Context: an optimization exercise on an open-source flow, tuned for small area. The choices shown serve that exercise and are no tape-out recipe.
The RTL was checked by simulation tests, not by an equivalence proof against the original design.

## rev 12
// top
module top(
    input sys_clk,  
    input rst,  
    input button_b_n,
    input button_a_n,
    output reg speaker,
    output wire [2:0] led
);
localparam [5:0] PHASE_START = 6'b001111;
reg [3:0] speed;
reg [5:0] phase;
reg [12:0] beat;
reg [1:0] tick;
wire [12:0] bpm_ticks;
wire button_a_pressed;
wire button_b_pressed;
wire button_a_sync;
wire button_b_sync;
button_synchronizer synchronizer_a(
    .clk(sys_clk),
    .rst(rst),
    .in(~button_a_n),
    .out(button_a_sync)
);
button_debouncer debouncer_a(
    .clk(sys_clk),
    .rst(rst),
    .button(button_a_sync),
    .button_pressed(button_a_pressed)
);
button_synchronizer synchronizer_b(
    .clk(sys_clk),
    .rst(rst),
    .in(~button_b_n),
    .out(button_b_sync)
);
button_debouncer debouncer_b(
    .clk(sys_clk),
    .rst(rst),
    .button(button_b_sync),
    .button_pressed(button_b_pressed)
);
speed_generator generator(
    .speed(speed),
    .bpm_ticks(bpm_ticks)
);
always @(posedge sys_clk) begin
    if (rst) begin
        speed <= 4'h1;
    end else if(button_a_pressed) begin
        speed <= speed - 1;
    end else if(button_b_pressed) begin
        speed <= speed + 1;
    end
end
wire hit = beat >= bpm_ticks;
wire clear = rst | hit;
wire phase_end = ~|phase[4:0];
always @(posedge sys_clk) begin
    if (clear | phase_end)
  ...
Size: about 280 cells after synthesis, roughly 54 flip-flops, roughly 8 I/O pins, ~0.0026 sq mm of cells after synthesis.
==> flow/config.mk <==
export PLATFORM = sky130hd
export DESIGN_NAME = top
export DESIGN_NICKNAME = top
export VERILOG_FILES = /design/flow/design.v
export SDC_FILE = /design/flow/constraint.sdc
export NUM_CORES = 4
export LEC_CHECK = 0
export CAP_MARGIN = 20
export CORE_MARGIN = 2
export CORE_UTILIZATION = 40
export SLEW_MARGIN = 20
==> flow/constraint.sdc <==
create_clock -name core_clock -period 10.0 [get_ports {sys_clk}]
set_input_delay 2.0000 -clock core_clock [delete_from_list [all_inputs] [get_ports {sys_clk}]]
set_output_delay 2.0000 -clock core_clock [all_outputs]
set_load 0.01 [all_outputs]
standard.sh (not shown) runs the stock make flow with config.mk's settings and CLKGATE_MAP_FILE= SYNTH_SCRIPT=/design/flow/synth_recipe.tcl, a recipe that flattens the netlist after the stock synthesis.
==> flow/flow/run.sh <==
#!/bin/bash
# standard layout, run through the standard flow's own standard.sh
set -e
bash standard.sh > standard.log 2>&1
The following lists how rev 13 was set up differently from rev 12:
Settings: CAP_MARGIN now 0, was 20; SLEW_MARGIN now 0, was 20.
==> flow/flow/run.sh <==
#!/bin/bash
# Layout: the standard flow (standard.sh) with
#  - synthesis by flow/synth.tcl (ABC area mapping, same registers),
#  - port buffers of the smallest buffer cell,
#  - a clock tree of few buffers and no dummy loads.
# Each step's output goes to a log file of its own in this folder.
set -euo pipefail
here=$(pwd)
sed -e "s|SYNTH_SCRIPT=[^ ]*|SYNTH_SCRIPT=$here/flow/synth.tcl|" standard.sh > my_standard.sh
export BUFFER_PORTS_ARGS="-buffer_cell sky130_fd_sc_hd__buf_1"
export CTS_ARGS="-sink_clustering_enable -sink_clustering_size 100 -sink_clustering_max_diameter 500 -buf_list sky130_fd_sc_hd__clkbuf_8 -root_buf sky130_fd_sc_hd__clkbuf_8 -dont_use_dummy_load -repair_clock_nets"
bash my_standard.sh synth > synth.log 2>&1
bash my_standard.sh finish > finish.log 2>&1
==> flow/flow/synth.tcl (new file) <==
# The standard flow's synthesis script (synth_recipe.tcl), except that ABC maps the logic
# with its default, area-oriented script instead of ORFS's timing-driven one.
# Registers are mapped before ABC runs, so they come out as in the standard
# synthesis.
proc synth {args} { yosys synth -nofsm -noshare {*}$args }
proc abc {args} {
  set kept {}
  set skip 0
  foreach a $args {
    if { $skip } { set skip 0; continue }
    if { $a eq "-script" || $a eq "-D" || $a eq "-constr" } { set skip 1; continue }
    lappend kept $a
  }
  yosys abc {*}$kept
}
source $::env(SCRIPTS_DIR)/synth.tcl
# left out here: clear keep_hierarchy, flatten, clean up, hide names made inside functions, write 1_2_yosys.v
==> comparison <==
The first-iteration DRC count of rev 13 is lower than that of rev 12. Global-route usage: rev 12 and rev 13 compared, lower one is rev 12. Share of cell area taken by muxes after synthesis (lower): rev 13.

-- re-timing with driven ports --
The flow's constraints put no driver on any port. The routed layouts listed below were extracted and timed again, unchanged, in two steps. Step 1 (the two cells are an assumption about what drives the block):
set clk [get_ports {sys_clk}]
set_driving_cell -lib_cell sky130_fd_sc_hd__clkbuf_16 $clk
set_driving_cell -lib_cell sky130_fd_sc_hd__buf_2 [delete_from_list [all_inputs] $clk]
Step 2 times the ports against the registers' clock, not the clock port: input delays grow and output delays shrink by t, the midpoint of the rising clock arrivals with the driver on. Slacks: no drivers / after step 1 / after step 2; pairs: no drivers / after step 1.
| run | t (ns) | setup slack, ns | clock arrival spread, ns | worst register clock-pin slew, ns | cell pins on the clock port's net |
|---|---|---|---|---|---|
| rev 12 | 0.336 | 6.383 / 6.383 / 6.177 | 0.009 / 0.010 | 0.11 / 0.11 | 1 |
| rev 13 | 0.320 | 6.043 / 6.043 / 6.043 | 0.033 / 0.032 | 0.10 / 0.10 | 1 |
After both steps every run listed still meets setup and hold. The setup slack of rev 12, which loses most, moves by 0.000 ns with the drivers and by -0.206 ns with both steps.
